What follows belongs to an exercise in optimizing a design on an open flow for small area and a short achievable clock period; a production flow would make more cautious choices.
Function was checked by simulation only, so behaviour that the tests miss may differ from the original.
No activity file was given, so power comes from the tool's default toggle rates.

File: config.mk
export PLATFORM = sky130hd
export DESIGN_NAME = OE_Sort
export DESIGN_NICKNAME = OE_Sort
export VERILOG_FILES = /design/flow/design.v
export SDC_FILE = /design/flow/constraint.sdc
export NUM_CORES = 4
export LEC_CHECK = 0
export ABC_AREA = 1
export CAP_MARGIN = 20
export CORE_MARGIN = 2
export CORE_UTILIZATION = 55
export SLEW_MARGIN = 20
File: constraint.sdc
create_clock -name core_clock -period 2.5 [get_ports {clk}]
set_input_delay 0.5000 -clock core_clock [delete_from_list [all_inputs] [get_ports {clk}]]
set_output_delay 0.5000 -clock core_clock [all_outputs]
set_load 0.01 [all_outputs]
File: design.v
module Compare_and_Swap #(
    parameter BIT_WIDTH = 8
    )
(
    input  [BIT_WIDTH-1:0] a,
    input  [BIT_WIDTH-1:0] b,
    output a_lt_b
 );
wire [7:0] g0 = b & ~a;
wire [7:0] l0 = a & ~b;
wire [3:0] g1, l1;
wire [1:0] g2, l2;
genvar k;
generate
  for (k = 0; k < 4; k = k + 1) begin : t1
    assign g1[k] = g0[2*k+1] | (~l0[2*k+1] & g0[2*k]);
    assign l1[k] = l0[2*k+1] | (~g0[2*k+1] & l0[2*k]);
  end
  for (k = 0; k < 2; k = k + 1) begin : t2
    assign g2[k] = g1[2*k+1] | (~l1[2*k+1] & g1[2*k]);
    assign l2[k] = l1[2*k+1] | (~g1[2*k+1] & l1[2*k]);
  end
endgenerate
assign a_lt_b = g2[1] | (~l2[1] & g2[0]);
endmodule
module OE_Sort #(
    parameter BIT_WIDTH = 8,
    parameter N = 16
    )
(
    input clk,
    input rst,
    input in_valid,
    input [BIT_WIDTH*N-1:0] list,
    output out_valid,
    output [BIT_WIDTH*N-1:0] sorted_list
    );
reg [9:0] valid_pipe;
always @(posedge clk)
    if (rst) valid_pipe <= 10'b0;
    else valid_pipe <= {valid_pipe[8:0], in_valid};
assign out_valid = valid_pipe[9];
wire lt_0_0_13;
Compare_and_Swap #(.BIT_WIDTH(8)) cmp_0 (.a(list[7:0]), .b(list[111:104]), .a_lt_b(lt_0_0_13));
wire [7:0] x0_0 = lt_0_0_13 ? list[111:104] : list[7:0];
wire [7:0] x0_13 = lt_0_0_13 ? list[7:0] : list[111:104];
wire lt_1_1_12;
Compare_and_Swap #(.BIT_WIDTH(8)) cmp_1 (.a(list[15:8]), .b(list[103:96]), .a_lt_b(lt_1_1_12));
wire [7:0] x1_1 = lt_1_1_12 ? list[103:96] : list[15:8];
wire [7:0] x1_12 = lt_1_1_12 ? list[15:8] : list[103:96];
wire lt_2_2_15;
Compare_and_Swap #(.BIT_WIDTH(8)) cmp_2 (.a(list[23:16]), .b(list[127:120]), .a_lt_b(lt_2_2_15));
wire [7:0] x2_2 = lt_2_2_15 ? list[127:120] : list[23:16];
wire [7:0] x2_15 = lt_2_2_15 ? list[23:16] : list[127:120];
wire lt_3_3_14;
Compare_and_Swap #(.BIT_WIDTH(8)) cmp_3 (.a(list[31:24]), .b(list[119:112]), .a_lt_b(lt_3_3_14));
wire [7:0] x3_3 = lt_3_3_14 ? list[119:112] : list[31:24];
wire [7:0] x3_14 = lt_3_3_14 ? list[31:24] : list[119:112];
wire lt_4_4_8;
Compare_and_Swap #(.BIT_WIDTH(8)) cmp_4 (.a(list[39:32]), .b(list[71:64]), .a_lt_b(lt_4_4_8));
wire [7:0] x4_4 = lt_4_4_8 ? list[71:64] : list[39:32];
wire [7:0] x4_8 = lt_4_4_8 ? list[39:32] : list[71:64];
wire lt_5_5_6;
Compare_and_Swap #(.BIT_WIDTH(8)) cmp_5 (.a(list[47:40]), .b(list[55:48]), .a_lt_b(lt_5_5_6));
wire [7:0] x5_5 = lt_5_5_6 ? list[55:48] : list[47:40];
wire [7:0] x5_6 = lt_5_5_6 ? list[47:40] : list[55:48];
wire lt_6_7_11;
Compare_and_Swap #(.BIT_WIDTH(8)) cmp_6 (.a(list[63:56]), .b(list[95:88]), .a_lt_b(lt_6_7_11));
wire [7:0] x6_7 = lt_6_7_11 ? list[95:88] : list[63:56];
wire [7:0] x6_11 = lt_6_7_11 ? list[63:56] : list[95:88];
wire lt_7_9_10;
Compare_and_Swap #(.BIT_WIDTH(8)) cmp_7 (.a(list[79:72]), .b(list[87:80]), .a_lt_b(lt_7_9_10));
wire [7:0] x7_9 = lt_7_9_10 ? list[87:80] : list[79:72];
wire [7:0] x7_10 = lt_7_9_10 ? list[79:72] : list[87:80];
reg [7:0] q0_s1;
always @(posedge clk) q0_s1 <= x0_0;
reg [7:0] q5_s1;
always @(posedge clk) q5_s1 <= x5_5;
wire lt_8_0_5;
Compare_and_Swap #(.BIT_WIDTH(8)) cmp_8 (.a(q0_s1), .b(q5_s1), .a_lt_b(lt_8_0_5));
wire [7:0] x8_0 = lt_8_0_5 ? q5_s1 : q0_s1;
wire [7:0] x8_5 = lt_8_0_5 ? q0_s1 : q5_s1;
reg [7:0] q1_s1;
always @(posedge clk) q1_s1 <= x1_1;
reg [7:0] q7_s1;
always @(posedge clk) q7_s1 <= x6_7;
wire lt_9_1_7;
Compare_and_Swap #(.BIT_WIDTH(8)) cmp_9 (.a(q1_s1), .b(q7_s1), .a_lt_b(lt_9_1_7));
wire [7:0] x9_1 = lt_9_1_7 ? q7_s1 : q1_s1;
wire [7:0] x9_7 = lt_9_1_7 ? q1_s1 : q7_s1;
reg [7:0] q2_s1;
always @(posedge clk) q2_s1 <= x2_2;
reg [7:0] q9_s1;
always @(posedge clk) q9_s1 <= x7_9;
wire lt_10_2_9;
Compare_and_Swap #(.BIT_WIDTH(8)) cmp_10 (.a(q2_s1), .b(q9_s1), .a_lt_b(lt_10_2_9));
wire [7:0] x10_2 = lt_10_2_9 ? q9_s1 : q2_s1;
wire [7:0] x10_9 = lt_10_2_9 ? q2_s1 : q9_s1;
reg [7:0] q3_s1;
always @(posedge clk) q3_s1 <= x3_3;
reg [7:0] q4_s1;
always @(posedge clk) q4_s1 <= x4_4;
wire lt_11_3_4;
Compare_and_Swap #(.BIT_WIDTH(8)) cmp_11 (.a(q3_s1), .b(q4_s1), .a_lt_b(lt_11_3_4));
wire [7:0] x11_3 = lt_11_3_4 ? q4_s1 : q3_s1;
wire [7:0] x11_4 = lt_11_3_4 ? q3_s1 : q4_s1;
reg [7:0] q6_s1;
always @(posedge clk) q6_s1 <= x5_6;
reg [7:0] q13_s1;
always @(posedge clk) q13_s1 <= x0_13;
wire lt_12_6_13;
Compare_and_Swap #(.BIT_WIDTH(8)) cmp_12 (.a(q6_s1), .b(q13_s1), .a_lt_b(lt_12_6_13));
wire [7:0] x12_6 = lt_12_6_13 ? q13_s1 : q6_s1;
wire [7:0] x12_13 = lt_12_6_13 ? q6_s1 : q13_s1;
reg [7:0] q8_s1;
always @(posedge clk) q8_s1 <= x4_8;
reg [7:0] q14_s1;
always @(posedge clk) q14_s1 <= x3_14;
wire lt_13_8_14;
Compare_and_Swap #(.BIT_WIDTH(8)) cmp_13 (.a(q8_s1), .b(q14_s1), .a_lt_b(lt_13_8_14));
wire [7:0] x13_8 = lt_13_8_14 ? q14_s1 : q8_s1;
wire [7:0] x13_14 = lt_13_8_14 ? q8_s1 : q14_s1;
reg [7:0] q10_s1;
always @(posedge clk) q10_s1 <= x7_10;
reg [7:0] q15_s1;
always @(posedge clk) q15_s1 <= x2_15;
wire lt_14_10_15;
Compare_and_Swap #(.BIT_WIDTH(8)) cmp_14 (.a(q10_s1), .b(q15_s1), .a_lt_b(lt_14_10_15));
wire [7:0] x14_10 = lt_14_10_15 ? q15_s1 : q10_s1;
wire [7:0] x14_15 = lt_14_10_15 ? q10_s1 : q15_s1;
reg [7:0] q11_s1;
always @(posedge clk) q11_s1 <= x6_11;
reg [7:0] q12_s1;
always @(posedge clk) q12_s1 <= x1_12;
wire lt_15_11_12;
Compare_and_Swap #(.BIT_WIDTH(8)) cmp_15 (.a(q11_s1), .b(q12_s1), .a_lt_b(lt_15_11_12));
wire [7:0] x15_11 = lt_15_11_12 ? q12_s1 : q11_s1;
wire [7:0] x15_12 = lt_15_11_12 ? q11_s1 : q12_s1;
reg [7:0] q0_s2;
always @(posedge clk) q0_s2 <= x8_0;
reg [7:0] q1_s2;
always @(posedge clk) q1_s2 <= x9_1;
wire lt_16_0_1;
Compare_and_Swap #(.BIT_WIDTH(8)) cmp_16 (.a(q0_s2), .b(q1_s2), .a_lt_b(lt_16_0_1));
wire [7:0] x16_0 = lt_16_0_1 ? q1_s2 : q0_s2;
wire [7:0] x16_1 = lt_16_0_1 ? q0_s2 : q1_s2;
reg [7:0] q2_s2;
always @(posedge clk) q2_s2 <= x10_2;
reg [7:0] q3_s2;
always @(posedge clk) q3_s2 <= x11_3;
wire lt_17_2_3;
Compare_and_Swap #(.BIT_WIDTH(8)) cmp_17 (.a(q2_s2), .b(q3_s2), .a_lt_b(lt_17_2_3));
wire [7:0] x17_2 = lt_17_2_3 ? q3_s2 : q2_s2;
wire [7:0] x17_3 = lt_17_2_3 ? q2_s2 : q3_s2;
reg [7:0] q4_s2;
always @(posedge clk) q4_s2 <= x11_4;
reg [7:0] q5_s2;
always @(posedge clk) q5_s2 <= x8_5;
wire lt_18_4_5;
Compare_and_Swap #(.BIT_WIDTH(8)) cmp_18 (.a(q4_s2), .b(q5_s2), .a_lt_b(lt_18_4_5));
wire [7:0] x18_4 = lt_18_4_5 ? q5_s2 : q4_s2;
wire [7:0] x18_5 = lt_18_4_5 ? q4_s2 : q5_s2;
reg [7:0] q6_s2;
always @(posedge clk) q6_s2 <= x12_6;
reg [7:0] q8_s2;
always @(posedge clk) q8_s2 <= x13_8;
wire lt_19_6_8;
Compare_and_Swap #(.BIT_WIDTH(8)) cmp_19 (.a(q6_s2), .b(q8_s2), .a_lt_b(lt_19_6_8));
wire [7:0] x19_6 = lt_19_6_8 ? q8_s2 : q6_s2;
wire [7:0] x19_8 = lt_19_6_8 ? q6_s2 : q8_s2;
reg [7:0] q7_s2;
always @(posedge clk) q7_s2 <= x9_7;
reg [7:0] q9_s2;
always @(posedge clk) q9_s2 <= x10_9;
wire lt_20_7_9;
Compare_and_Swap #(.BIT_WIDTH(8)) cmp_20 (.a(q7_s2), .b(q9_s2), .a_lt_b(lt_20_7_9));
wire [7:0] x20_7 = lt_20_7_9 ? q9_s2 : q7_s2;
wire [7:0] x20_9 = lt_20_7_9 ? q7_s2 : q9_s2;
reg [7:0] q10_s2;
always @(posedge clk) q10_s2 <= x14_10;
reg [7:0] q11_s2;
always @(posedge clk) q11_s2 <= x15_11;
wire lt_21_10_11;
Compare_and_Swap #(.BIT_WIDTH(8)) cmp_21 (.a(q10_s2), .b(q11_s2), .a_lt_b(lt_21_10_11));
wire [7:0] x21_10 = lt_21_10_11 ? q11_s2 : q10_s2;
wire [7:0] x21_11 = lt_21_10_11 ? q10_s2 : q11_s2;
reg [7:0] q12_s2;
always @(posedge clk) q12_s2 <= x15_12;
reg [7:0] q13_s2;
always @(posedge clk) q13_s2 <= x12_13;
wire lt_22_12_13;
Compare_and_Swap #(.BIT_WIDTH(8)) cmp_22 (.a(q12_s2), .b(q13_s2), .a_lt_b(lt_22_12_13));
wire [7:0] x22_12 = lt_22_12_13 ? q13_s2 : q12_s2;
wire [7:0] x22_13 = lt_22_12_13 ? q12_s2 : q13_s2;
reg [7:0] q14_s2;
always @(posedge clk) q14_s2 <= x13_14;
reg [7:0] q15_s2;
always @(posedge clk) q15_s2 <= x14_15;
wire lt_23_14_15;
Compare_and_Swap #(.BIT_WIDTH(8)) cmp_23 (.a(q14_s2), .b(q15_s2), .a_lt_b(lt_23_14_15));
wire [7:0] x23_14 = lt_23_14_15 ? q15_s2 : q14_s2;
wire [7:0] x23_15 = lt_23_14_15 ? q14_s2 : q15_s2;
reg [7:0] q0_s3;
always @(posedge clk) q0_s3 <= x16_0;
reg [7:0] q2_s3;
always @(posedge clk) q2_s3 <= x17_2;
wire lt_24_0_2;
Compare_and_Swap #(.BIT_WIDTH(8)) cmp_24 (.a(q0_s3), .b(q2_s3), .a_lt_b(lt_24_0_2));
wire [7:0] x24_0 = lt_24_0_2 ? q2_s3 : q0_s3;
wire [7:0] x24_2 = lt_24_0_2 ? q0_s3 : q2_s3;
reg [7:0] q1_s3;
always @(posedge clk) q1_s3 <= x16_1;
reg [7:0] q3_s3;
always @(posedge clk) q3_s3 <= x17_3;
wire lt_25_1_3;
Compare_and_Swap #(.BIT_WIDTH(8)) cmp_25 (.a(q1_s3), .b(q3_s3), .a_lt_b(lt_25_1_3));
wire [7:0] x25_1 = lt_25_1_3 ? q3_s3 : q1_s3;
wire [7:0] x25_3 = lt_25_1_3 ? q1_s3 : q3_s3;
reg [7:0] q4_s3;
always @(posedge clk) q4_s3 <= x18_4;
reg [7:0] q10_s3;
always @(posedge clk) q10_s3 <= x21_10;
wire lt_26_4_10;
Compare_and_Swap #(.BIT_WIDTH(8)) cmp_26 (.a(q4_s3), .b(q10_s3), .a_lt_b(lt_26_4_10));
wire [7:0] x26_4 = lt_26_4_10 ? q10_s3 : q4_s3;
wire [7:0] x26_10 = lt_26_4_10 ? q4_s3 : q10_s3;
reg [7:0] q5_s3;
always @(posedge clk) q5_s3 <= x18_5;
reg [7:0] q11_s3;
always @(posedge clk) q11_s3 <= x21_11;
wire lt_27_5_11;
Compare_and_Swap #(.BIT_WIDTH(8)) cmp_27 (.a(q5_s3), .b(q11_s3), .a_lt_b(lt_27_5_11));
wire [7:0] x27_5 = lt_27_5_11 ? q11_s3 : q5_s3;
wire [7:0] x27_11 = lt_27_5_11 ? q5_s3 : q11_s3;
reg [7:0] q6_s3;
always @(posedge clk) q6_s3 <= x19_6;
reg [7:0] q7_s3;
always @(posedge clk) q7_s3 <= x20_7;
wire lt_28_6_7;
Compare_and_Swap #(.BIT_WIDTH(8)) cmp_28 (.a(q6_s3), .b(q7_s3), .a_lt_b(lt_28_6_7));
wire [7:0] x28_6 = lt_28_6_7 ? q7_s3 : q6_s3;
wire [7:0] x28_7 = lt_28_6_7 ? q6_s3 : q7_s3;
reg [7:0] q8_s3;
always @(posedge clk) q8_s3 <= x19_8;
reg [7:0] q9_s3;
always @(posedge clk) q9_s3 <= x20_9;
wire lt_29_8_9;
Compare_and_Swap #(.BIT_WIDTH(8)) cmp_29 (.a(q8_s3), .b(q9_s3), .a_lt_b(lt_29_8_9));
wire [7:0] x29_8 = lt_29_8_9 ? q9_s3 : q8_s3;
wire [7:0] x29_9 = lt_29_8_9 ? q8_s3 : q9_s3;
reg [7:0] q12_s3;
always @(posedge clk) q12_s3 <= x22_12;
reg [7:0] q14_s3;
always @(posedge clk) q14_s3 <= x23_14;
wire lt_30_12_14;
Compare_and_Swap #(.BIT_WIDTH(8)) cmp_30 (.a(q12_s3), .b(q14_s3), .a_lt_b(lt_30_12_14));
wire [7:0] x30_12 = lt_30_12_14 ? q14_s3 : q12_s3;
wire [7:0] x30_14 = lt_30_12_14 ? q12_s3 : q14_s3;
reg [7:0] q13_s3;
always @(posedge clk) q13_s3 <= x22_13;
reg [7:0] q15_s3;
always @(posedge clk) q15_s3 <= x23_15;
wire lt_31_13_15;
Compare_and_Swap #(.BIT_WIDTH(8)) cmp_31 (.a(q13_s3), .b(q15_s3), .a_lt_b(lt_31_13_15));
wire [7:0] x31_13 = lt_31_13_15 ? q15_s3 : q13_s3;
wire [7:0] x31_15 = lt_31_13_15 ? q13_s3 : q15_s3;
reg [7:0] q1_s4;
always @(posedge clk) q1_s4 <= x25_1;
reg [7:0] q2_s4;
always @(posedge clk) q2_s4 <= x24_2;
wire lt_32_1_2;
Compare_and_Swap #(.BIT_WIDTH(8)) cmp_32 (.a(q1_s4), .b(q2_s4), .a_lt_b(lt_32_1_2));
wire [7:0] x32_1 = lt_32_1_2 ? q2_s4 : q1_s4;
wire [7:0] x32_2 = lt_32_1_2 ? q1_s4 : q2_s4;
reg [7:0] q3_s4;
always @(posedge clk) q3_s4 <= x25_3;
reg [7:0] q12_s4;
always @(posedge clk) q12_s4 <= x30_12;
wire lt_33_3_12;
Compare_and_Swap #(.BIT_WIDTH(8)) cmp_33 (.a(q3_s4), .b(q12_s4), .a_lt_b(lt_33_3_12));
wire [7:0] x33_3 = lt_33_3_12 ? q12_s4 : q3_s4;
wire [7:0] x33_12 = lt_33_3_12 ? q3_s4 : q12_s4;
reg [7:0] q4_s4;
always @(posedge clk) q4_s4 <= x26_4;
reg [7:0] q6_s4;
always @(posedge clk) q6_s4 <= x28_6;
wire lt_34_4_6;
Compare_and_Swap #(.BIT_WIDTH(8)) cmp_34 (.a(q4_s4), .b(q6_s4), .a_lt_b(lt_34_4_6));
wire [7:0] x34_4 = lt_34_4_6 ? q6_s4 : q4_s4;
wire [7:0] x34_6 = lt_34_4_6 ? q4_s4 : q6_s4;
reg [7:0] q5_s4;
always @(posedge clk) q5_s4 <= x27_5;
reg [7:0] q7_s4;
always @(posedge clk) q7_s4 <= x28_7;
wire lt_35_5_7;
Compare_and_Swap #(.BIT_WIDTH(8)) cmp_35 (.a(q5_s4), .b(q7_s4), .a_lt_b(lt_35_5_7));
wire [7:0] x35_5 = lt_35_5_7 ? q7_s4 : q5_s4;
wire [7:0] x35_7 = lt_35_5_7 ? q5_s4 : q7_s4;
reg [7:0] q8_s4;
always @(posedge clk) q8_s4 <= x29_8;
reg [7:0] q10_s4;
always @(posedge clk) q10_s4 <= x26_10;
wire lt_36_8_10;
Compare_and_Swap #(.BIT_WIDTH(8)) cmp_36 (.a(q8_s4), .b(q10_s4), .a_lt_b(lt_36_8_10));
wire [7:0] x36_8 = lt_36_8_10 ? q10_s4 : q8_s4;
wire [7:0] x36_10 = lt_36_8_10 ? q8_s4 : q10_s4;
reg [7:0] q9_s4;
always @(posedge clk) q9_s4 <= x29_9;
reg [7:0] q11_s4;
always @(posedge clk) q11_s4 <= x27_11;
wire lt_37_9_11;
Compare_and_Swap #(.BIT_WIDTH(8)) cmp_37 (.a(q9_s4), .b(q11_s4), .a_lt_b(lt_37_9_11));
wire [7:0] x37_9 = lt_37_9_11 ? q11_s4 : q9_s4;
wire [7:0] x37_11 = lt_37_9_11 ? q9_s4 : q11_s4;
reg [7:0] q13_s4;
always @(posedge clk) q13_s4 <= x31_13;
reg [7:0] q14_s4;
always @(posedge clk) q14_s4 <= x30_14;
wire lt_38_13_14;
Compare_and_Swap #(.BIT_WIDTH(8)) cmp_38 (.a(q13_s4), .b(q14_s4), .a_lt_b(lt_38_13_14));
wire [7:0] x38_13 = lt_38_13_14 ? q14_s4 : q13_s4;
wire [7:0] x38_14 = lt_38_13_14 ? q13_s4 : q14_s4;
reg [7:0] q1_s5;
always @(posedge clk) q1_s5 <= x32_1;
reg [7:0] q4_s5;
always @(posedge clk) q4_s5 <= x34_4;
wire lt_39_1_4;
Compare_and_Swap #(.BIT_WIDTH(8)) cmp_39 (.a(q1_s5), .b(q4_s5), .a_lt_b(lt_39_1_4));
wire [7:0] x39_1 = lt_39_1_4 ? q4_s5 : q1_s5;
wire [7:0] x39_4 = lt_39_1_4 ? q1_s5 : q4_s5;
reg [7:0] q2_s5;
always @(posedge clk) q2_s5 <= x32_2;
reg [7:0] q6_s5;
always @(posedge clk) q6_s5 <= x34_6;
wire lt_40_2_6;
Compare_and_Swap #(.BIT_WIDTH(8)) cmp_40 (.a(q2_s5), .b(q6_s5), .a_lt_b(lt_40_2_6));
wire [7:0] x40_2 = lt_40_2_6 ? q6_s5 : q2_s5;
wire [7:0] x40_6 = lt_40_2_6 ? q2_s5 : q6_s5;
reg [7:0] q5_s5;
always @(posedge clk) q5_s5 <= x35_5;
reg [7:0] q8_s5;
always @(posedge clk) q8_s5 <= x36_8;
wire lt_41_5_8;
Compare_and_Swap #(.BIT_WIDTH(8)) cmp_41 (.a(q5_s5), .b(q8_s5), .a_lt_b(lt_41_5_8));
wire [7:0] x41_5 = lt_41_5_8 ? q8_s5 : q5_s5;
wire [7:0] x41_8 = lt_41_5_8 ? q5_s5 : q8_s5;
reg [7:0] q7_s5;
always @(posedge clk) q7_s5 <= x35_7;
reg [7:0] q10_s5;
always @(posedge clk) q10_s5 <= x36_10;
wire lt_42_7_10;
Compare_and_Swap #(.BIT_WIDTH(8)) cmp_42 (.a(q7_s5), .b(q10_s5), .a_lt_b(lt_42_7_10));
wire [7:0] x42_7 = lt_42_7_10 ? q10_s5 : q7_s5;
wire [7:0] x42_10 = lt_42_7_10 ? q7_s5 : q10_s5;
reg [7:0] q9_s5;
always @(posedge clk) q9_s5 <= x37_9;
reg [7:0] q13_s5;
always @(posedge clk) q13_s5 <= x38_13;
wire lt_43_9_13;
Compare_and_Swap #(.BIT_WIDTH(8)) cmp_43 (.a(q9_s5), .b(q13_s5), .a_lt_b(lt_43_9_13));
wire [7:0] x43_9 = lt_43_9_13 ? q13_s5 : q9_s5;
wire [7:0] x43_13 = lt_43_9_13 ? q9_s5 : q13_s5;
reg [7:0] q11_s5;
always @(posedge clk) q11_s5 <= x37_11;
reg [7:0] q14_s5;
always @(posedge clk) q14_s5 <= x38_14;
wire lt_44_11_14;
Compare_and_Swap #(.BIT_WIDTH(8)) cmp_44 (.a(q11_s5), .b(q14_s5), .a_lt_b(lt_44_11_14));
wire [7:0] x44_11 = lt_44_11_14 ? q14_s5 : q11_s5;
wire [7:0] x44_14 = lt_44_11_14 ? q11_s5 : q14_s5;
reg [7:0] q2_s6;
always @(posedge clk) q2_s6 <= x40_2;
reg [7:0] q4_s6;
always @(posedge clk) q4_s6 <= x39_4;
wire lt_45_2_4;
Compare_and_Swap #(.BIT_WIDTH(8)) cmp_45 (.a(q2_s6), .b(q4_s6), .a_lt_b(lt_45_2_4));
wire [7:0] x45_2 = lt_45_2_4 ? q4_s6 : q2_s6;
wire [7:0] x45_4 = lt_45_2_4 ? q2_s6 : q4_s6;
reg [7:0] q3_s5;
always @(posedge clk) q3_s5 <= x33_3;
reg [7:0] q3_s6;
always @(posedge clk) q3_s6 <= q3_s5;
reg [7:0] q6_s6;
always @(posedge clk) q6_s6 <= x40_6;
wire lt_46_3_6;
Compare_and_Swap #(.BIT_WIDTH(8)) cmp_46 (.a(q3_s6), .b(q6_s6), .a_lt_b(lt_46_3_6));
wire [7:0] x46_3 = lt_46_3_6 ? q6_s6 : q3_s6;
wire [7:0] x46_6 = lt_46_3_6 ? q3_s6 : q6_s6;
reg [7:0] q9_s6;
always @(posedge clk) q9_s6 <= x43_9;
reg [7:0] q12_s5;
always @(posedge clk) q12_s5 <= x33_12;
reg [7:0] q12_s6;
always @(posedge clk) q12_s6 <= q12_s5;
wire lt_47_9_12;
Compare_and_Swap #(.BIT_WIDTH(8)) cmp_47 (.a(q9_s6), .b(q12_s6), .a_lt_b(lt_47_9_12));
wire [7:0] x47_9 = lt_47_9_12 ? q12_s6 : q9_s6;
wire [7:0] x47_12 = lt_47_9_12 ? q9_s6 : q12_s6;
reg [7:0] q11_s6;
always @(posedge clk) q11_s6 <= x44_11;
reg [7:0] q13_s6;
always @(posedge clk) q13_s6 <= x43_13;
wire lt_48_11_13;
Compare_and_Swap #(.BIT_WIDTH(8)) cmp_48 (.a(q11_s6), .b(q13_s6), .a_lt_b(lt_48_11_13));
wire [7:0] x48_11 = lt_48_11_13 ? q13_s6 : q11_s6;
wire [7:0] x48_13 = lt_48_11_13 ? q11_s6 : q13_s6;
reg [7:0] q3_s7;
always @(posedge clk) q3_s7 <= x46_3;
reg [7:0] q5_s6;
always @(posedge clk) q5_s6 <= x41_5;
reg [7:0] q5_s7;
always @(posedge clk) q5_s7 <= q5_s6;
wire lt_49_3_5;
Compare_and_Swap #(.BIT_WIDTH(8)) cmp_49 (.a(q3_s7), .b(q5_s7), .a_lt_b(lt_49_3_5));
wire [7:0] x49_3 = lt_49_3_5 ? q5_s7 : q3_s7;
wire [7:0] x49_5 = lt_49_3_5 ? q3_s7 : q5_s7;
reg [7:0] q6_s7;
always @(posedge clk) q6_s7 <= x46_6;
reg [7:0] q8_s6;
always @(posedge clk) q8_s6 <= x41_8;
reg [7:0] q8_s7;
always @(posedge clk) q8_s7 <= q8_s6;
wire lt_50_6_8;
Compare_and_Swap #(.BIT_WIDTH(8)) cmp_50 (.a(q6_s7), .b(q8_s7), .a_lt_b(lt_50_6_8));
wire [7:0] x50_6 = lt_50_6_8 ? q8_s7 : q6_s7;
wire [7:0] x50_8 = lt_50_6_8 ? q6_s7 : q8_s7;
reg [7:0] q7_s6;
always @(posedge clk) q7_s6 <= x42_7;
reg [7:0] q7_s7;
always @(posedge clk) q7_s7 <= q7_s6;
reg [7:0] q9_s7;
always @(posedge clk) q9_s7 <= x47_9;
wire lt_51_7_9;
Compare_and_Swap #(.BIT_WIDTH(8)) cmp_51 (.a(q7_s7), .b(q9_s7), .a_lt_b(lt_51_7_9));
wire [7:0] x51_7 = lt_51_7_9 ? q9_s7 : q7_s7;
wire [7:0] x51_9 = lt_51_7_9 ? q7_s7 : q9_s7;
reg [7:0] q10_s6;
always @(posedge clk) q10_s6 <= x42_10;
reg [7:0] q10_s7;
always @(posedge clk) q10_s7 <= q10_s6;
reg [7:0] q12_s7;
always @(posedge clk) q12_s7 <= x47_12;
wire lt_52_10_12;
Compare_and_Swap #(.BIT_WIDTH(8)) cmp_52 (.a(q10_s7), .b(q12_s7), .a_lt_b(lt_52_10_12));
wire [7:0] x52_10 = lt_52_10_12 ? q12_s7 : q10_s7;
wire [7:0] x52_12 = lt_52_10_12 ? q10_s7 : q12_s7;
reg [7:0] q3_s8;
always @(posedge clk) q3_s8 <= x49_3;
reg [7:0] q4_s7;
always @(posedge clk) q4_s7 <= x45_4;
reg [7:0] q4_s8;
always @(posedge clk) q4_s8 <= q4_s7;
wire lt_53_3_4;
Compare_and_Swap #(.BIT_WIDTH(8)) cmp_53 (.a(q3_s8), .b(q4_s8), .a_lt_b(lt_53_3_4));
wire [7:0] x53_3 = lt_53_3_4 ? q4_s8 : q3_s8;
wire [7:0] x53_4 = lt_53_3_4 ? q3_s8 : q4_s8;
reg [7:0] q5_s8;
always @(posedge clk) q5_s8 <= x49_5;
reg [7:0] q6_s8;
always @(posedge clk) q6_s8 <= x50_6;
wire lt_54_5_6;
Compare_and_Swap #(.BIT_WIDTH(8)) cmp_54 (.a(q5_s8), .b(q6_s8), .a_lt_b(lt_54_5_6));
wire [7:0] x54_5 = lt_54_5_6 ? q6_s8 : q5_s8;
wire [7:0] x54_6 = lt_54_5_6 ? q5_s8 : q6_s8;
reg [7:0] q7_s8;
always @(posedge clk) q7_s8 <= x51_7;
reg [7:0] q8_s8;
always @(posedge clk) q8_s8 <= x50_8;
wire lt_55_7_8;
Compare_and_Swap #(.BIT_WIDTH(8)) cmp_55 (.a(q7_s8), .b(q8_s8), .a_lt_b(lt_55_7_8));
wire [7:0] x55_7 = lt_55_7_8 ? q8_s8 : q7_s8;
wire [7:0] x55_8 = lt_55_7_8 ? q7_s8 : q8_s8;
reg [7:0] q9_s8;
always @(posedge clk) q9_s8 <= x51_9;
reg [7:0] q10_s8;
always @(posedge clk) q10_s8 <= x52_10;
wire lt_56_9_10;
Compare_and_Swap #(.BIT_WIDTH(8)) cmp_56 (.a(q9_s8), .b(q10_s8), .a_lt_b(lt_56_9_10));
wire [7:0] x56_9 = lt_56_9_10 ? q10_s8 : q9_s8;
wire [7:0] x56_10 = lt_56_9_10 ? q9_s8 : q10_s8;
reg [7:0] q11_s7;
always @(posedge clk) q11_s7 <= x48_11;
reg [7:0] q11_s8;
always @(posedge clk) q11_s8 <= q11_s7;
reg [7:0] q12_s8;
always @(posedge clk) q12_s8 <= x52_12;
wire lt_57_11_12;
Compare_and_Swap #(.BIT_WIDTH(8)) cmp_57 (.a(q11_s8), .b(q12_s8), .a_lt_b(lt_57_11_12));
wire [7:0] x57_11 = lt_57_11_12 ? q12_s8 : q11_s8;
wire [7:0] x57_12 = lt_57_11_12 ? q11_s8 : q12_s8;
reg [7:0] q6_s9;
always @(posedge clk) q6_s9 <= x54_6;
reg [7:0] q7_s9;
always @(posedge clk) q7_s9 <= x55_7;
wire lt_58_6_7;
Compare_and_Swap #(.BIT_WIDTH(8)) cmp_58 (.a(q6_s9), .b(q7_s9), .a_lt_b(lt_58_6_7));
wire [7:0] x58_6 = lt_58_6_7 ? q7_s9 : q6_s9;
wire [7:0] x58_7 = lt_58_6_7 ? q6_s9 : q7_s9;
reg [7:0] q8_s9;
always @(posedge clk) q8_s9 <= x55_8;
reg [7:0] q9_s9;
always @(posedge clk) q9_s9 <= x56_9;
wire lt_59_8_9;
Compare_and_Swap #(.BIT_WIDTH(8)) cmp_59 (.a(q8_s9), .b(q9_s9), .a_lt_b(lt_59_8_9));
wire [7:0] x59_8 = lt_59_8_9 ? q9_s9 : q8_s9;
wire [7:0] x59_9 = lt_59_8_9 ? q8_s9 : q9_s9;
reg [7:0] q0_s4;
always @(posedge clk) q0_s4 <= x24_0;
reg [7:0] q0_s5;
always @(posedge clk) q0_s5 <= q0_s4;
reg [7:0] q0_s6;
always @(posedge clk) q0_s6 <= q0_s5;
reg [7:0] q0_s7;
always @(posedge clk) q0_s7 <= q0_s6;
reg [7:0] q0_s8;
always @(posedge clk) q0_s8 <= q0_s7;
reg [7:0] q0_s9;
always @(posedge clk) q0_s9 <= q0_s8;
reg [7:0] q0_s10;
always @(posedge clk) q0_s10 <= q0_s9;
assign sorted_list[7:0] = q0_s10;
reg [7:0] q1_s6;
always @(posedge clk) q1_s6 <= x39_1;
reg [7:0] q1_s7;
always @(posedge clk) q1_s7 <= q1_s6;
reg [7:0] q1_s8;
always @(posedge clk) q1_s8 <= q1_s7;
reg [7:0] q1_s9;
always @(posedge clk) q1_s9 <= q1_s8;
reg [7:0] q1_s10;
always @(posedge clk) q1_s10 <= q1_s9;
assign sorted_list[15:8] = q1_s10;
reg [7:0] q2_s7;
always @(posedge clk) q2_s7 <= x45_2;
reg [7:0] q2_s8;
always @(posedge clk) q2_s8 <= q2_s7;
reg [7:0] q2_s9;
always @(posedge clk) q2_s9 <= q2_s8;
reg [7:0] q2_s10;
always @(posedge clk) q2_s10 <= q2_s9;
assign sorted_list[23:16] = q2_s10;
reg [7:0] q3_s9;
always @(posedge clk) q3_s9 <= x53_3;
reg [7:0] q3_s10;
always @(posedge clk) q3_s10 <= q3_s9;
assign sorted_list[31:24] = q3_s10;
reg [7:0] q4_s9;
always @(posedge clk) q4_s9 <= x53_4;
reg [7:0] q4_s10;
always @(posedge clk) q4_s10 <= q4_s9;
assign sorted_list[39:32] = q4_s10;
reg [7:0] q5_s9;
always @(posedge clk) q5_s9 <= x54_5;
reg [7:0] q5_s10;
always @(posedge clk) q5_s10 <= q5_s9;
assign sorted_list[47:40] = q5_s10;
reg [7:0] q6_s10;
always @(posedge clk) q6_s10 <= x58_6;
assign sorted_list[55:48] = q6_s10;
reg [7:0] q7_s10;
always @(posedge clk) q7_s10 <= x58_7;
assign sorted_list[63:56] = q7_s10;
reg [7:0] q8_s10;
always @(posedge clk) q8_s10 <= x59_8;
assign sorted_list[71:64] = q8_s10;
reg [7:0] q9_s10;
always @(posedge clk) q9_s10 <= x59_9;
assign sorted_list[79:72] = q9_s10;
reg [7:0] q10_s9;
always @(posedge clk) q10_s9 <= x56_10;
reg [7:0] q10_s10;
always @(posedge clk) q10_s10 <= q10_s9;
assign sorted_list[87:80] = q10_s10;
reg [7:0] q11_s9;
always @(posedge clk) q11_s9 <= x57_11;
reg [7:0] q11_s10;
always @(posedge clk) q11_s10 <= q11_s9;
assign sorted_list[95:88] = q11_s10;
reg [7:0] q12_s9;
always @(posedge clk) q12_s9 <= x57_12;
reg [7:0] q12_s10;
always @(posedge clk) q12_s10 <= q12_s9;
assign sorted_list[103:96] = q12_s10;
reg [7:0] q13_s7;
always @(posedge clk) q13_s7 <= x48_13;
reg [7:0] q13_s8;
always @(posedge clk) q13_s8 <= q13_s7;
reg [7:0] q13_s9;
always @(posedge clk) q13_s9 <= q13_s8;
reg [7:0] q13_s10;
always @(posedge clk) q13_s10 <= q13_s9;
assign sorted_list[111:104] = q13_s10;
reg [7:0] q14_s6;
always @(posedge clk) q14_s6 <= x44_14;
reg [7:0] q14_s7;
always @(posedge clk) q14_s7 <= q14_s6;
reg [7:0] q14_s8;
always @(posedge clk) q14_s8 <= q14_s7;
reg [7:0] q14_s9;
always @(posedge clk) q14_s9 <= q14_s8;
reg [7:0] q14_s10;
always @(posedge clk) q14_s10 <= q14_s9;
assign sorted_list[119:112] = q14_s10;
reg [7:0] q15_s4;
always @(posedge clk) q15_s4 <= x31_15;
reg [7:0] q15_s5;
always @(posedge clk) q15_s5 <= q15_s4;
reg [7:0] q15_s6;
always @(posedge clk) q15_s6 <= q15_s5;
reg [7:0] q15_s7;
always @(posedge clk) q15_s7 <= q15_s6;
reg [7:0] q15_s8;
always @(posedge clk) q15_s8 <= q15_s7;
reg [7:0] q15_s9;
always @(posedge clk) q15_s9 <= q15_s8;
reg [7:0] q15_s10;
always @(posedge clk) q15_s10 <= q15_s9;
assign sorted_list[127:120] = q15_s10;
endmodule
File: run.sh
#!/bin/bash
# synth_recipe.tcl (not shown) runs the flow's synth.tcl, then flattens the netlist and writes it again
# the make line also repeats each setting of config.mk as NAME=value (left out here)
make -C /OpenROAD-flow-scripts/flow DESIGN_CONFIG=/design/flow/config.mk WORK_HOME=/design/flow/orfs CLKGATE_MAP_FILE= SYNTH_SCRIPT=/design/flow/synth_recipe.tcl finish
==> flow_summary.ini, run 1 <==
[clock_tree]
cts_buffer_depth = 3
cts.hold.buffers_added = 0
cts_buffers = 131
post_cts_resized = 0
clkSinkCount = 1290
clock_tree.root_cell = clkbuf_16
postCtsSetupRepairBufs = 0
clk_latency_ps = 740
clkTransAtPathRegs_ps = 60
htree_levels = 4
cts_tree = done

[critical_path]
crit_chain = clkdlybuf4s50_1
cp.arrival_ps = 1600
start_kind = register
setup.worst_path.end_class = primary output
r2r_start = q1_s1[5]
cp-startpoint = q6_s10[1]
crit_type = register to primary output
worst_path_largest_cell_delay_ps = 580
cp.required_ps = 2000
critPathSlowestCell = clkdlybuf4s50_1
cpLargestDelayFamily = buffers and inverters
path_buf_inv = 1
cp_max_fo = 1

[logic_synthesis]
ys_types = 14
synth_warnings = 1
syn_area_per_cell_um2 = 7.314
ys_seq_elements = 1290
syn_inst = 7011
syn_nets = 7142
yosysSeqAreaShare = 0.5036
syn_area_um2 = 51280

[detailed_routing]
route.detailed.drc = 0
drt.antenna.violating_nets = 0
dr.pass1.iters = 8
viasPerCell = 4.846
drt-initial-drc-count = 2623
wl_mm = 113.0
vias = 41290
wire_per_inst_um = 13.26

[sta]
setup_viol = 0
tns_ps = 0
max_slew_margin = 0.7463
skew_ps = 23.67
grt_setup_unrepaired = false
max_freq_ghz = 0.4770
drv_slew = 0
period_share = 0.8386
finalCriticalPeriod_ps = 2096
hold_viol = 0
worst_pin_slew_ps = 380.1

[die]
design.die.area_um2 = 95690
die_w_um = 309.3
fp-row-count = 111
start_util = 0.5569
core_um2 = 92080
die_y_um = 309.3
ios = 260

[layout]
drive_above_1_share = 0.05585
largest_reg_flops = 10
regMostFlops = valid_pipe
syn2layout_area_growth_pct = 12.80
nNetsFinal = 7298

[grt]
grt_max_degree = 18
grt_pass1_vias = 36380
grt_antenna_before_repair = 1
grt_pass1_wl_mm = 182.7
grt_util_all_layers = 0.2363
overflow = 0

[job]
max_cap_violations = 0

[min_path]
hp-start = in_valid
hp-class = primary input to register

[pwr]
power_density_nw_per_um2 = 1666
p_total_mw = 96.34
ir_worst_vdd_mv = 0.6922
leakagePower_nw = 29.96

[placement]
place_congestion = 0.8821
portBuffers = 259
hpwl_mm = 85.38

[outcome]
status = timing/DRC/antenna clean
final timing paths:
kind,end,slack (ps),cells past startpoint
worst max-delay path,sorted_list[49],400,1
worst min-delay path,valid_pipe[0],290,3
worst max register to register,q1_s2[5],660,8
worst min register to register,q15_s7[0],310,0
layer usage:
metal  GRT usage  share of wire  vias up
met5           0              0        -
met4      0.1004          0.040        0
met3     0.03484          0.042      209
met2      0.3984           0.46      922
met1      0.3024           0.45    18200
li1            -              -    21960
logic make-up after synthesis:
group	Yosys count	share of synthesized area
compound gates	240	0.02782
flops	1290	0.5036
simple gates	4510	0.3711
buf+inv	971	0.09743
metrics by stage:
step           hold WS [ps]  setup slack [ps]  cells  instance area (um^2)    util
2_1_floorplan         309.6              1074   7011                 51280       -
3_3_place_gp          309.5             387.8   8277                 53210  0.5778
3_5_place_dp          312.1             337.3   8277                 53210  0.5778
4_1_cts               239.3             335.5   8513                 57820  0.6280
5_1_grt               264.1             325.6   8514                 57830  0.6280
6_report              293.3             403.6   8520                 57840  0.6282
cells in the mapped netlist:
master | number | area share
clkbuf_1 | 1 | 0.000073
inv_1 | 730 | 0.053
or2_1 | 60 | 0.0073
o21ai_0 | 120 | 0.012
buf_4 | 120 | 0.018
dfxtp_1 | 1290 | 0.50
nor2_1 | 130 | 0.0095
nand3_1 | 1080 | 0.11
a21oi_1 | 60 | 0.0059
o21a_2 | 60 | 0.010
nand2_1 | 3120 | 0.23
nand2_4 | 60 | 0.013
buf_6 | 120 | 0.026
nand2_2 | 60 | 0.0073
area by class of cell:
type	instances	area, um^2
Inverter	730	2740
Clock inverter	68	933.4
Sequential cell	1290	25820
Fill cell	8182	34240
Tap cell	1243	1555
Clock buffer	168	3682
Antenna cell	7	17.52
Timing Repair Buffer	264	2630
Multi-Input combinational cell	4750	20460
report_power, final:
part           switching, mW  total [mW]  internal (mW)
logic                   26.4        39.3           13.0
clock network           7.88        20.3           12.4
registers               6.77        36.7           29.9
total                   41.0        96.3           55.3
cells in the final DEF (no fill, tap or decap):
cell type           n
nand2_1          3120
dfxtp_1          1290
nand3_1          1080
inv_1             730
clkdlybuf4s50_1   259
clkbuf_16         135
nor2_1            130
o21ai_0           120
or2_1              60
a21oi_1            60
nand2_2            60
o21a_2             60
nand2_4            60
clkinv_2           23
bufinv_16          19
clkbuf_8           18
clkbuf_1           15
inv_6              10
clkinvlp_4          8
diode_2             7
buf_4               5
clkinv_8            4
clkinv_4            4
==> run 2, diff against run 1 <==
--- a/config.mk
+++ b/config.mk
@@ -9,4 +9,5 @@
 export CAP_MARGIN = 20
 export CORE_MARGIN = 2
 export CORE_UTILIZATION = 55
+export SETUP_SLACK_MARGIN = 0.8
 export SLEW_MARGIN = 20
==> run 2 against run 1 <==
Net effect:
- sequential cell count stayed put
- routed wire length increased by 0.56%
- synthesized cell count unchanged
- critical path depth unchanged
- synthesized area unchanged
- critical endpoint is now sorted_list[4]
- largest power group unchanged
- non-clock buffer count increased by 8
- total power rose by 0.33%
- first-iteration DRC count grew 0.30%
- cell count barely moved
- via count is essentially flat
- hold slack improved by 1.5 ps
==> flow_summary.ini, run 2 <==
[layout]
drive_above_1_share = 0.08368
largest_reg_flops = 10
nNetsFinal = 7306
multiInputGateArea_um2 = 20720
ff_latch_area_um2 = 25890
syn2layout_area_growth_pct = 12.79
final_common_cell = nand2_1
regMostFlops = valid_pipe
postLayoutCoreUtil = 0.6281
fillers = 8190
final_cell_mix = nand2_1, dfxtp_1, nand3_1
final_area_um2 = 57840

[critical_path]
cp_max_fo = 1
setup.worst_path.end_class = primary output
crit_chain = buf_6
worst_path_largest_cell_delay_ps = 330
crit_type = register to primary output
r2r_setup_slack_ps = 890
cp.arrival_ps = 1170
regToRegEndpoint = q13_s2[4]
cpLargestDelayFamily = flip-flops
reg2regPathDepth = 8
cp.required_ps = 2000
start_kind = register
critPathSlowestCell = dfxtp_2
path_buf_inv = 1
r2r_start = q13_s1[6]

[logic_synthesis]
synthAdderAreaFrac = 0
yosys.area_share.simple = 0.3711
synth_mux_area_frac = 0
netlist_top_cells_count = nand2_1, dfxtp_1, nand3_1, inv_1, nor2_1
synth_warnings = 1
syn_inst = 7011
synth_ff_type = dfxtp_1
synth-compound-area-share = 0.02782
synth-async-reset-ratio = 0
synth_top_area_frac = 0.5036
synth_top_cell_by_area = dfxtp_1
synth_top_family_by_area = simple AND/OR/NAND/NOR gates
synth.most_common_cell = nand2_1
syn_area_per_cell_um2 = 7.314
syn_nets = 7142
synth_area_leaders = dfxtp_1, nand2_1, nand3_1
syn_area_um2 = 51280
ys_seq_elements = 1290
ys_types = 14
synthXorXnorAreaFrac = 0
yosysSeqAreaShare = 0.5036
synth_edf_count = 0

[grt]
grt_use_met3 = 0.03477
gr-usage-met1 = 0.3024
busiest_layer = met2
grt_pass1_wl_mm = 182.8
use_met2 = 0.3981
grt_antenna_before_repair = 1
overflow = 0
grt_pass1_vias = 36400
grt_util_all_layers = 0.2365
grt_max_degree = 18

[pwr]
leakagePower_nw = 30.34
ir_worst_vdd_mv = 0.6897
p_seq_frac = 0.381
clkPwrFrac = 0.210
switching_share = 0.4282
combPwrFrac = 0.409
power_density_nw_per_um2 = 1671
internal_power_mw = 55.27
power_switching_mw = 41.39
p_total_mw = 96.66

[sta]
tns_ps = 0
hold_viol = 0
finalCriticalPeriod_ps = 1668
worst_pin_slew_ps = 367.0
skew_ps = 23.13
max_slew_margin = 0.7553
setup_viol = 0
hold_ws_ps = 294.8
drv_slew = 0
period_share = 0.6673
grt_setup_unrepaired = true
max_freq_ghz = 0.5994

[die]
core_um2 = 92080
design.die.area_um2 = 95690
die_w_um = 309.3
start_util = 0.5569
die_y_um = 309.3
fp-row-count = 111
ios = 260

[detailed_routing]
wire_per_inst_um = 13.33
dr.pass1.iters = 8
viasPerCell = 4.845
drt.antenna.violating_nets = 0
drt-initial-drc-count = 2631
wl_mm = 113.6
route.detailed.drc = 0
vias = 41300

[min_path]
min_to = valid_pipe[0]
hp-start = in_valid
min_path_cells = 3
hp-class = primary input to register

[clock_tree]
htree_levels = 4
clock_tree.root_cell = clkbuf_16
cts_buffers = 131
cts_buffer_depth = 3
cts_tree = done
cts.hold.buffers_added = 0
clkSinkCount = 1290
clk_latency_ps = 740
clkTransAtPathRegs_ps = 60

[placement]
hpwl_mm = 85.38
portBuffers = 259
placed_cell_area_um2 = 53210
place_congestion = 0.8821

[outcome]
status = timing/DRC/antenna clean

[job]
max_cap_violations = 0
==> run 2: kinds of logic after synthesis <==
kind of cell           count (synthesis)
AOI/OAI and AO/OA                    240
DFF                                 1290
buffers and inverters                971
and+or+nand+nor                     4510
==> run 2: power by group through the flow <==
stage               Combinational [mW]  Sequential (mW)  Clock (mW)
floorplan                         34.9             34.8           0
global placement                  38.7             37.0           0
detailed placement                39.3             37.1           0
CTS                               38.9             36.7        20.8
global route                      45.5             37.8        21.7
finish                            39.6             36.8        20.3
==> run 2: what timing repair did <==
item / CTS / global route
endpoints found under the setup margin: 152 / 225
resized for setup: 565 / 99
pin swaps: 1 / 1
buffers inserted: 2 / 6
==> run 2: through the flow <==
step / setup WS (ps) / cells
finish: 831.6 / 8524
detailed placement: 337.3 / 8277
global placement: 387.8 / 8277
global route: 696.7 / 8522
floorplan: 1074 / 7011
CTS: 748.0 / 8515
==> run 2: area by class of cell <==
type | count | share of cell area
sequential | 1290 | 0.4476
tap | 1243 | 0.02689
timing repair buffer | 272 | 0.03989
clock buffer | 168 | 0.06367
inverter | 730 | 0.04738
antenna | 3 | 0.0001298
multi-input combinational | 4750 | 0.3583
clock inverter | 68 | 0.01614
==> run 2: worst max path at each step <==
stage / from / to / slack [ps] / cells after the start
5_1_grt: q13_s2[6] / q12_s3[4] / 700 / 8
3_5_place_dp: list[3] / q13_s1[1] / 340 / 10
3_3_place_gp: list[5] / q13_s1[7] / 390 / 9
2_1_floorplan: list[5] / q0_s1[4] / 1070 / 9
4_1_cts: q4_s10[2] / sorted_list[34] / 750 / 1
6_report: q0_s10[4] / sorted_list[4] / 830 / 1
==> run 2: layer usage <==
metal | up-vias | wire [um] | part of all wire
met1 | 18240 | 51370 | 0.45
met3 | 204 | 4839 | 0.043
met4 | 0 | 4357 | 0.038
met5 | - | 0 | 0
met2 | 894 | 53030 | 0.47
li1 | 21970 | - | -
==> run 3, diff against run 2 <==
==> flow/run.sh (new file) <==
#!/bin/bash
# The standard layout (the standard.sh, ORFS from synthesis to finish), except that
# buffer_ports gives every input and output port a sky130_fd_sc_hd__buf_2 instead of the
# delay buffer (clkdlybuf4s50_1) it picks by default. Each ORFS step keeps its own log under
# orfs/logs/; make's full output goes to standard.log here.
set -euo pipefail
export BUFFER_PORTS_ARGS="-buffer_cell sky130_fd_sc_hd__buf_2"
bash standard.sh finish > standard.log 2>&1
==> standard.sh (new file) <==
#!/bin/bash
# synth_recipe.tcl (not shown) runs the flow's synth.tcl, then flattens the netlist and writes it again
# the make line also repeats each setting of config.mk as NAME=value (left out here)
make -C /OpenROAD-flow-scripts/flow DESIGN_CONFIG=/design/flow/config.mk WORK_HOME=/design/flow/orfs CLKGATE_MAP_FILE= SYNTH_SCRIPT=/design/flow/synth_recipe.tcl "${@:-finish}"
--- a/config.mk
+++ b/config.mk
@@ -9,5 +9,7 @@
 export CAP_MARGIN = 20
 export CORE_MARGIN = 2
 export CORE_UTILIZATION = 55
+export CTS_CLUSTER_DIAMETER = 80
+export CTS_CLUSTER_SIZE = 30
 export SETUP_SLACK_MARGIN = 0.8
 export SLEW_MARGIN = 20
removed: run.sh
==> run 3 against run 2 <==
Net effect:
- largest power group unchanged
- cell count is 1.8% lower
- global-route usage decreased by 0.14 points
- critical endpoint is now sorted_list[49]
- register-to-register slack improved by 20 ps
- core utilization down 3.7 points
- sequential cell count is the same
- setup slack better by 14 ps
- critical path depth unchanged
==> flow_summary.ini, run 3 <==
[placement]
portBuffers = 259
place_congestion = 0.8769
hpwl_mm = 85.89

[logic_synthesis]
synth-compound-area-share = 0.02782
synth_edf_count = 0
synth.most_common_cell = nand2_1
synthXorXnorAreaFrac = 0
syn_inst = 7011
synth_top_family_by_area = simple AND/OR/NAND/NOR gates
synthAdderAreaFrac = 0
ys_types = 14
synth-async-reset-ratio = 0
synth_warnings = 1
synth_mux_area_frac = 0
synth_area_leaders = dfxtp_1, nand2_1, nand3_1
syn_nets = 7142
yosysSeqAreaShare = 0.5036
synth_ff_type = dfxtp_1
ys_seq_elements = 1290
syn_area_um2 = 51280
yosys.area_share.simple = 0.3711
synth_top_cell_by_area = dfxtp_1
syn_area_per_cell_um2 = 7.314
netlist_top_cells_count = nand2_1, dfxtp_1, nand3_1, inv_1, nor2_1
synth_top_area_frac = 0.5036

[detailed_routing]
vias = 40350
viasPerCell = 4.819
drt-initial-drc-count = 2641
route.detailed.drc = 0
drt.antenna.violating_nets = 0
dr.pass1.iters = 7
wire_per_inst_um = 13.48
wl_mm = 112.9

[die]
design.die.area_um2 = 95690
start_util = 0.5569
ios = 260
core_um2 = 92080
die_w_um = 309.3
die_y_um = 309.3
fp-row-count = 111

[pwr]
p_total_mw = 87.30
leakagePower_nw = 28.99
ir_worst_vdd_mv = 0.7228
power_density_nw_per_um2 = 1603

[critical_path]
crit_type = register to primary output
cpLargestDelayFamily = flip-flops
r2r_setup_slack_ps = 910
r2r_start = q4_s1[7]
reg2regPathDepth = 8
start_kind = register
cp.required_ps = 2000
regToRegEndpoint = q3_s2[1]
cp_max_fo = 1
path_buf_inv = 1
cp.arrival_ps = 1150
setup.worst_path.end_class = primary output
worst_path_largest_cell_delay_ps = 350
crit_chain = buf_6
critPathSlowestCell = dfxtp_2

[sta]
tns_ps = 0
max_freq_ghz = 0.6044
setup_viol = 0
period_share = 0.6618
hold_ws_ps = 44.64
skew_ps = 30.03
max_slew_margin = 0.7373
worst_pin_slew_ps = 394.0
hold_viol = 0
finalCriticalPeriod_ps = 1655
grt_setup_unrepaired = true
drv_slew = 0

[clock_tree]
clkTransAtPathRegs_ps = 100
htree_levels = 2
cts_tree = done
clkSinkCount = 1290
clk_latency_ps = 690
cts_buffer_depth = 3
cts_buffers = 53
clock_tree.root_cell = clkbuf_16

[layout]
nNetsFinal = 7239
regMostFlops = valid_pipe
final_common_cell = nand2_1
fillers = 8533
final_cell_mix = nand2_1, dfxtp_1, nand3_1
postLayoutCoreUtil = 0.5915
drive_above_1_share = 0.08163
antennaDiodeCount = 0
syn2layout_area_growth_pct = 6.210
largest_reg_flops = 10

[min_path]
min_path_cells = 3
min_to = q15_s1[5]
hp-start = list[21]
hp-class = primary input to register

[grt]
grt_util_all_layers = 0.2350
grt_max_degree = 31
grt_antenna_before_repair = 0
grt_pass1_vias = 35160
grt_pass1_wl_mm = 182.9
overflow = 0

[job]
max_cap_violations = 0

[outcome]
status = timing/DRC/antenna clean
-- run 3: cell count changes in the layout (fill, tap and decap cells not counted), moves of 11 or more --
cell	before	now
dlygate4sd3_1	0	22
clkinv_2	23	0
buf_2	87	218
nand2_1	3109	3120
clkbuf_1	15	3
clkdlybuf4s50_1	130	0
dfxtp_1	1237	1223
bufinv_16	19	4
buf_4	13	2
nand2_2	51	30
clkbuf_8	18	1
dfxtp_2	53	66
clkbuf_16	135	54
-- run 3: cell type report --
cell class                 instances  area (um^2)  share of cell area
sequential                      1290        25910              0.4758
clock inverter                    19        297.8            0.005468
clock buffer                      58         1376             0.02527
inverter                         730         2740             0.05031
multi-input combinational       4750        20790              0.3818
tap                             1243         1555             0.02856
timing repair buffer             283         1788             0.03283
-- run 3: through the flow --
stage	std cells	worst slack (ps)	area (um^2)
after floorplan	7011	1074	51280
after global placement	8272	691.3	51870
after detailed placement	8272	681.8	51870
after CTS	8373	782.3	53860
after global routing	8373	773.2	54460
final	8373	845.4	54460
-- run 3: cells by family (layout without fill, tap and decap cells) --
group	after synthesis	after routing
and+or+nand+nor	4510	4510
buffers and inverters	971	1090
DFF	1290	1290
AOI/OAI and AO/OA	240	240
-- run 3: timing repair --
item,in CTS,in global routing
buffers inserted,2,0
pin swaps,1,1
endpoints found under the hold margin,22,0
hold buffers,22,0
gates resized for setup,22,145
endpoints found under the setup margin,47,269
-- run 3: worst max path at each step --
| stage | depth (start not counted) | start | slack (ps) | endpoint |
|---|---|---|---|---|
| after floorplan | 9 | list[5] | 1070 | q0_s1[4] |
| after global routing | 1 | q6_s10[1] | 770 | sorted_list[49] |
| final | 1 | q6_s10[1] | 850 | sorted_list[49] |
| after detailed placement | 8 | list[13] | 680 | q1_s1[5] |
| after global placement | 8 | list[13] | 690 | q1_s1[5] |
| after CTS | 1 | q6_s10[1] | 780 | sorted_list[49] |
-- run 3: report_power, final --
| group | switching [mW] | internal (mW) | leakage [nW] |
|---|---|---|---|
| logic | 26.6 | 12.8 | 17.4 |
| registers | 7.08 | 29.9 | 10.8 |
| clock network | 6.28 | 4.51 | 0.814 |
-- run 3: metal layers --
metal | vias up | GRT usage | wire length (um)
li1 | 21730 | - | -
met1 | 17820 | 0.3138 | 52410
met2 | 664 | 0.3994 | 52910
met3 | 131 | 0.02616 | 3881
met4 | 0 | 0.07327 | 3680
met5 | - | 0 | 0
==> run 4, diff against run 3 <==
--- a/design.v
+++ b/design.v
@@ -6,22 +6,18 @@
     input  [BIT_WIDTH-1:0] b,
     output a_lt_b
  );
-wire [7:0] g0 = b & ~a;
-wire [7:0] l0 = a & ~b;
-wire [3:0] g1, l1;
-wire [1:0] g2, l2;
+wire [7:0] G = b & ~a;
+wire [7:0] P = b | ~a;
+wire [3:0] g2, p2;
+wire [4:0] c;
+assign c[0] = 1'b0;
 genvar k;
-generate
-  for (k = 0; k < 4; k = k + 1) begin : t1
-    assign g1[k] = g0[2*k+1] | (~l0[2*k+1] & g0[2*k]);
-    assign l1[k] = l0[2*k+1] | (~g0[2*k+1] & l0[2*k]);
-  end
-  for (k = 0; k < 2; k = k + 1) begin : t2
-    assign g2[k] = g1[2*k+1] | (~l1[2*k+1] & g1[2*k]);
-    assign l2[k] = l1[2*k+1] | (~g1[2*k+1] & l1[2*k]);
-  end
-endgenerate
-assign a_lt_b = g2[1] | (~l2[1] & g2[0]);
+generate for (k = 0; k < 4; k = k + 1) begin : t
+  assign g2[k] = G[2*k+1] | (P[2*k+1] & G[2*k]);
+  assign p2[k] = P[2*k+1] & P[2*k];
+  assign c[k+1] = g2[k] | (p2[k] & c[k]);
+end endgenerate
+assign a_lt_b = c[4];
 endmodule
 module OE_Sort #(
     parameter BIT_WIDTH = 8,
==> run 4 against run 3 <==
Net effect:
- still clean
- die area fell by 7.1%
- cell count decreased by 10%
- setup slack better by 7.9 ps
- clock skew fell by 7.3 ps
- clock-buffer cell count unchanged
- non-clock buffer count is 34 higher
- clock power is 5% lower
- global-route usage is 0.87 points lower
- total power fell by 20%
- sequential power decreased by 7.8%
- fmax up 0.48%
- critical endpoint is now sorted_list[22]
- largest power group is now registers
==> flow_summary.ini, run 4 <==
[outcome]
status = timing/DRC/antenna clean

[placement]
placed_cell_area_um2 = 49440
hpwl_mm = 80.36
place_congestion = 0.9194
portBuffers = 259

[grt]
grt_pass1_wl_mm = 164.5
grt_util_all_layers = 0.2264
grt_max_degree = 31
grt_pass1_vias = 31740
grt_antenna_before_repair = 1
overflow = 0

[critical_path]
cp.depth = 1
cp.arrival_ps = 1150
r2r_setup_slack_ps = 870
cp-startpoint = q2_s10[6]
worst_path_largest_cell_delay_ps = 360
critPathSlowestCell = dfxtp_1
crit_type = register to primary output
regToRegEndpoint = q14_s2[2]
cpLargestDelayFamily = flip-flops
crit_chain = buf_2
cp_max_fo = 1
crit_end = sorted_list[22]
r2r_start = q14_s1[7]
path_buf_inv = 1
start_kind = register
setup.worst_path.end_class = primary output
cp.required_ps = 2000
reg2regPathDepth = 6

[die]
die_w_um = 298.2
fp-row-count = 107
ios = 260
core_um2 = 85410
start_util = 0.5573
design.die.area_um2 = 88910
die_y_um = 298.2

[sta]
finalCriticalPeriod_ps = 1647
grt_setup_unrepaired = false
tns_ps = 0
setup_viol = 0
worst_pin_slew_ps = 635.9
max_freq_ghz = 0.6073
skew_ps = 22.76
max_slew_margin = 0.5760
hold_viol = 0
drv_slew = 0
period_share = 0.6587

[pwr]
ir_worst_vdd_mv = 0.7263
power_density_nw_per_um2 = 1354
p_total_mw = 69.59
leakagePower_nw = 27.08

[detailed_routing]
dr.pass1.iters = 7
wl_mm = 103.1
wire_per_inst_um = 13.69
vias = 36160
drt.antenna.violating_nets = 0
viasPerCell = 4.803
route.detailed.drc = 0
drt-initial-drc-count = 2323

[clock_tree]
clkSinkCount = 1290
htree_levels = 2
cts_buffers = 52
clkTransAtPathRegs_ps = 100
cts.hold.buffers_added = 0
cts_buffer_depth = 3
clk_latency_ps = 650
cts_tree = done
clock_tree.root_cell = clkbuf_16

[logic_synthesis]
netlist_top_cells_count = nand2_1, dfxtp_1, inv_1, nand3_1
synth_ff_type = dfxtp_1
synth_edf_count = 0
synth_top_area_frac = 0.5425
syn_nets = 6302
syn_area_um2 = 47600
ys_types = 18
ys_seq_elements = 1290
yosysSeqAreaShare = 0.5425
syn_inst = 6171
syn_area_per_cell_um2 = 7.713
synth.most_common_cell = nand2_1
synth_area_leaders = dfxtp_1, nand2_1, nand3_1
synth_top_cell_by_area = dfxtp_1
synth_warnings = 1
synth-async-reset-ratio = 0

[layout]
final_area_um2 = 51400
final_cell_mix = nand2_1, dfxtp_1, inv_1
regMostFlops = valid_pipe
ff_latch_area_um2 = 25840
final_common_cell = nand2_1
nNetsFinal = 6493
fillers = 7892
postLayoutCoreUtil = 0.6017
syn2layout_area_growth_pct = 7.978
multiInputGateArea_um2 = 17600
largest_reg_flops = 10
drive_above_1_share = 0.1108

[min_path]
hp-class = primary input to register

[job]
max_cap_violations = 0
==> run 4: cell types whose count changed after synthesis, moves of 120 or more <==
cell and change:
nand2_1 -840, nand3_1 -240, buf_2 +120, buf_4 -120, inv_1 +120
==> run 4: how the worst min path moves through the flow <==
stage               from             to  slack (ps)  depth (start not counted)
5_1_grt         in_valid  valid_pipe[0]          30                          3
2_1_floorplan   q0_s9[0]      q0_s10[0]         310                          0
6_report        in_valid  valid_pipe[0]          50                          3
3_3_place_gp   q15_s9[3]     q15_s10[3]         310                          0
4_1_cts         in_valid  valid_pipe[0]           8                          3
3_5_place_dp   q14_s9[3]     q14_s10[3]         310                          0
==> run 4: final cells by class <==
type | count | area share
diodes | 2 | 0.00009738
clock buffers | 58 | 0.02717
clock inverters | 16 | 0.003725
inverters | 850 | 0.06208
multi-input cells | 3851 | 0.3423
flip-flops and latches | 1290 | 0.5028
well taps | 1144 | 0.02785
repair buffers | 317 | 0.03394
==> run 4: stage by stage <==
step                      hold WS (ps)  worst slack, ps  cells
after floorplan                  309.6             1122   6171
after global placement           309.7            624.2   7446
after detailed placement         312.1            583.5   7446
after CTS                        8.241            802.4   7520
after global routing             34.05            781.0   7527
final                            48.23            853.3   7528
==> run 4: worst reg2reg max path, stage by stage, from the launching register on <==
cell and delay, ps:
dfxtp_1 460, nor2_2 80, a211oi_1 380, nand2_4 200
nand2_4 180, nand2_1 70, nand2_1 200
==> run 4: layer usage <==
| layer | vias to the layer above | part of all wire | GRT usage |
|---|---|---|---|
| met5 | - | 0 | 0 |
| met2 | 586 | 0.49 | 0.3981 |
| met3 | 129 | 0.031 | 0.02144 |
| met4 | 0 | 0.029 | 0.06832 |
| li1 | 19410 | - | - |
| met1 | 16030 | 0.45 | 0.2941 |
==> run 4: cell families after synthesis <==
group | after synthesis | share of synthesized area
AO/OA/AOI/OAI | 360 | 0.05205
buffers and inverters | 1031 | 0.09392
AND/OR/NAND/NOR | 3490 | 0.3115
flip-flops | 1290 | 0.5425
==> run 4: what timing repair did <==
item | in CTS | in global routing
pin swaps | 0 | 2
setup buffers | 0 | 5
endpoints found under the setup margin | 6 | 383
gates cloned | 0 | 1
gates resized for setup | 2 | 69
==> run 4: power by group <==
| group | leakage (nW) | switching (mW) | internal [mW] |
|---|---|---|---|
| registers | 10.8 | 5.83 | 28.3 |
| clock network | 0.775 | 6.04 | 4.22 |
| logic | 15.5 | 16.5 | 8.80 |
| total | 27.1 | 28.3 | 41.3 |

[what the ideal ports hide]
The flow's constraints put no driver on any port. The routed layouts listed below were extracted and timed again, unchanged, in two steps. Step 1: set_driving_cell puts a clkbuf_16 on clk and a buf_2 on each other input, an assumption about the parent block. Step 2 also shifts input and output timing later by t, the mid clock arrival at the registers, as if the neighbouring blocks saw the same clock. Three values: ideal ports, drivers, drivers and shift; two values: the first two.
| run | t (ns) | setup slack, ns | hold WS [ns] | clock arrival spread, ns |
|---|---|---|---|---|
| run 1 | 0.798 | 0.404 / 0.331 / 0.324 | 0.293 / 0.242 / 0.306 | 0.029 / 0.029 |
| run 2 | 0.796 | 0.832 / 0.759 / 0.323 | 0.295 / 0.243 / 0.306 | 0.027 / 0.028 |
| run 3 | 0.753 | 0.845 / 0.771 / 0.219 | 0.045 / -0.006 / 0.328 | 0.036 / 0.036 |
| run 4 | 0.711 | 0.853 / 0.784 / 0.567 | 0.048 / 0.000 / 0.332 | 0.026 / 0.026 |
After both steps every run listed still meets setup and hold. The setup slack of run 3, which loses most, moves by -0.074 ns with the drivers and by -0.626 ns with both steps.
